Background: an optimization exercise with open tools, aiming at small area. Do not read the settings as production practice. Only simulation tests tie the RTL to the original design; equivalence was not proved. No activity file was given, so power comes from the tool's default toggle rates.

==> 06-26 <==
// twiddle_rom
module twiddle_rom #(
    parameter DATA_WIDTH = 12,
    parameter ADDR_WIDTH = 8
)(
    input  wire                      clk,
    input  wire [ADDR_WIDTH-1:0]     addr_forward,
    input  wire [ADDR_WIDTH-1:0]     addr_backward,
    input  wire [6:0]                addr_pwm,
    output wire [DATA_WIDTH-1:0]     data_forward,
    output wire [DATA_WIDTH-1:0]     data_backward,
    output wire [DATA_WIDTH-1:0]     data_pwm
);
export LEC_CHECK = 0
export ABC_AREA = 1
export CAP_MARGIN = 20
export CORE_MARGIN = 2
export CORE_UTILIZATION = 25
export SLEW_MARGIN = 20
create_clock -name core_clock -period 5.0 [get_ports {clk}]
run.sh (not shown) runs the stock make flow with config.mk's settings and CLKGATE_MAP_FILE= SYNTH_SCRIPT=/design/flow/synth_recipe.tcl, a recipe that flattens the netlist after the stock synthesis.
==> 02-23 (differences from 06-26) <==
==> flow/flow/run.sh (new file) <==
#!/bin/bash
# Own flow: the standard layout (standard.sh) with two changes:
#  1. Yosys's ABC call maps the logic for area (abc_map.script: strash; dch; map -a) instead
#     of ORFS's script, which also buffers and resizes; OpenROAD repairs timing later.
#  2. Port buffers are sky130_fd_sc_hd__buf_1 (every port still gets one).
# Everything else, including the synthesis script itself, is the standard flow's.
set -euo pipefail
W=$(pwd)
{
  echo "proc abc {args} {"
  echo "  set i [lsearch -exact \$args -script]"
  echo "  if {\$i >= 0} { lset args [expr {\$i + 1}] $W/flow/abc_map.script }"
  echo "  yosys abc {*}\$args"
  echo "}"
  cat "$W/synth_recipe.tcl"
} > "$W/flow_synth.tcl"
bash "$W/standard.sh" "SYNTH_SCRIPT=$W/flow_synth.tcl" \
  "BUFFER_PORTS_ARGS=-buffer_cell sky130_fd_sc_hd__buf_1" finish > "$W/orfs_make.log" 2>&1
==> flow/flow/abc_map.script (new file) <==
strash
dch
map -a
topo
==> flow/standard.sh (new file) <==
#!/bin/bash
# synth_recipe.tcl (not shown) runs the flow's synth.tcl, then flattens the netlist and writes it again
# the make line also repeats each setting of config.mk as NAME=value (left out here)
make -C /OpenROAD-flow-scripts/flow DESIGN_CONFIG=/design/flow/config.mk WORK_HOME=/design/flow/orfs CLKGATE_MAP_FILE= SYNTH_SCRIPT=/design/flow/synth_recipe.tcl "${@:-finish}"
- CORE_UTILIZATION: 25 -> 40
removed: flow/run.sh
==> results.txt <==
In 06-26 the combinational power is larger than in 02-23, by about 10%.
Sequential power is about the same in 06-26 and 02-23.
In flip-flop and latch count, 06-26 and 02-23 do not differ.
Between 02-23 and 06-26, the lower design area is in 02-23 (gap about 9%, measured against 06-26).
In 06-26 the global-route usage is lower than in 02-23, by 13 points.
Of 06-26 and 02-23, 06-26 has the higher clock power (gap about 2%, measured against 02-23).
Worst hold slack: 02-23 is worse than 06-26 (0.34 ns).
In clock-buffer cell count, 02-23 and 06-26 do not differ.
Against 06-26, the cell count of 02-23 is smaller by 13%.
02-23 produced a clean layout. 06-26 completed without violations.
In 02-23 the critical path depth is higher than in 06-26, by 2.

* * *

==> run R <==
Another version of the RTL of twiddle_rom (not shown whole).
==> flow/config.mk <==
export PLATFORM = sky130hd
export DESIGN_NAME = twiddle_rom
export DESIGN_NICKNAME = twiddle_rom
export VERILOG_FILES = /design/flow/design.v
export SDC_FILE = /design/flow/constraint.sdc
export NUM_CORES = 4
export LEC_CHECK = 0
export ABC_AREA = 1
export CAP_MARGIN = 20
export CORE_MARGIN = 2
export CORE_UTILIZATION = 55
export GPL_TIMING_DRIVEN = 0
export SETUP_SLACK_MARGIN = 0.05
export SLEW_MARGIN = 20
==> flow/constraint.sdc <==
create_clock -name core_clock -period 5.0 [get_ports {clk}]
set_input_delay 1.0000 -clock core_clock [delete_from_list [all_inputs] [get_ports {clk}]]
set_output_delay 1.0000 -clock core_clock [all_outputs]
set_load 0.01 [all_outputs]
standard.sh (not shown) runs the stock make flow with config.mk's settings and CLKGATE_MAP_FILE= SYNTH_SCRIPT=/design/flow/synth_recipe.tcl, a recipe that flattens the netlist after the stock synthesis.
==> flow/flow/run.sh <==
#!/bin/bash
# Own flow: the standard layout (standard.sh) with these changes:
#  1. Yosys's ABC call maps the logic with flow/abc_map.script (strash; dch; map -D 1500)
#     instead of ORFS's script, which also buffers and resizes; OpenROAD repairs timing later.
#  2. ADDER_MAP_FILE is empty, so synthesis does not extract half/full adders ahead of ABC.
#  3. Port buffers are sky130_fd_sc_hd__buf_1 (every port still gets one).
# Everything else, including the synthesis script itself, is the standard flow's.
set -euo pipefail
W=$(pwd)
{
  echo "proc abc {args} {"
  echo "  set i [lsearch -exact \$args -script]"
  echo "  if {\$i >= 0} { lset args [expr {\$i + 1}] $W/flow/abc_map.script }"
  echo "  yosys abc {*}\$args"
  echo "}"
  cat "$W/synth_recipe.tcl"
} > "$W/flow_synth.tcl"
bash "$W/standard.sh" "SYNTH_SCRIPT=$W/flow_synth.tcl" "ADDER_MAP_FILE=" \
  "BUFFER_PORTS_ARGS=-buffer_cell sky130_fd_sc_hd__buf_1" finish > "$W/orfs_make.log" 2>&1
==> flow/flow/abc_map.script <==
strash
dch
map -D 1500
topo
==> run A: changes against run R <==
CORE_UTILIZATION = 40   (was 55)
==> flow_metrics.env <==
export IMPL_status="complete, no violations"
export IMPL_p_clk_w=0.000179
export IMPL_p_sw_share_pct=52.4
export IMPL_wl_um=23500
export IMPL_register_area_um2=477
export IMPL_arrival_ns=3.78
export IMPL_power_density_nw_per_um2=194
export IMPL_use_met1_pct=44.9
export IMPL_signal_buffers=63
export IMPL_setup_slack_ns=0.222
export IMPL_startpoint="ra_b[1]"
export IMPL_nClkBuffers=4
export IMPL_cp_num_cells=13
export IMPL_multiInputGateArea_um2=3860
export IMPL_holdWs_ns=0.824
-- figures above: run A

==> flow_metrics.env <==
export IMPL_status="complete, no violations"
export IMPL_p_clk_w=0.000130
export IMPL_use_met1_pct=57.6
export IMPL_arrival_ns=3.83
export IMPL_cp_num_cells=11
export IMPL_holdWs_ns=0.799
export IMPL_power_density_nw_per_um2=185
export IMPL_wl_um=21400
export IMPL_register_area_um2=478
export IMPL_nClkBuffers=3
export IMPL_signal_buffers=59
export IMPL_multiInputGateArea_um2=3850
export IMPL_p_sw_share_pct=54.9
-- figures above: run R

what the ideal ports hide:
In the flow no input, the clock included, has a driving cell. The finished layouts below were timed again as built, in two steps. Step 1 (the two cells are an assumption about what drives the block):
set clk [get_ports {clk}]
set_driving_cell -lib_cell sky130_fd_sc_hd__clkbuf_16 $clk
set_driving_cell -lib_cell sky130_fd_sc_hd__buf_2 [delete_from_list [all_inputs] $clk]
Step 2 also shifts input and output timing later by t, the mid clock arrival at the registers, as if the neighbouring blocks saw the same clock. a / b / c = ideal / step 1 / step 2; a / b = the first two.
run | t (ns) | slack for setup (ns) | worst slew at a driven data input, ns
06-26 | 0.315 | 0.408 / 0.363 / 0.677 | 0.07
02-23 | 0.299 | 0.252 / 0.218 / 0.517 | 0.05
run R | 0.303 | 0.169 / 0.137 / 0.440 | 0.03
run A | 0.293 | 0.222 / 0.185 / 0.478 | 0.04
After both steps every run listed still meets setup and hold.
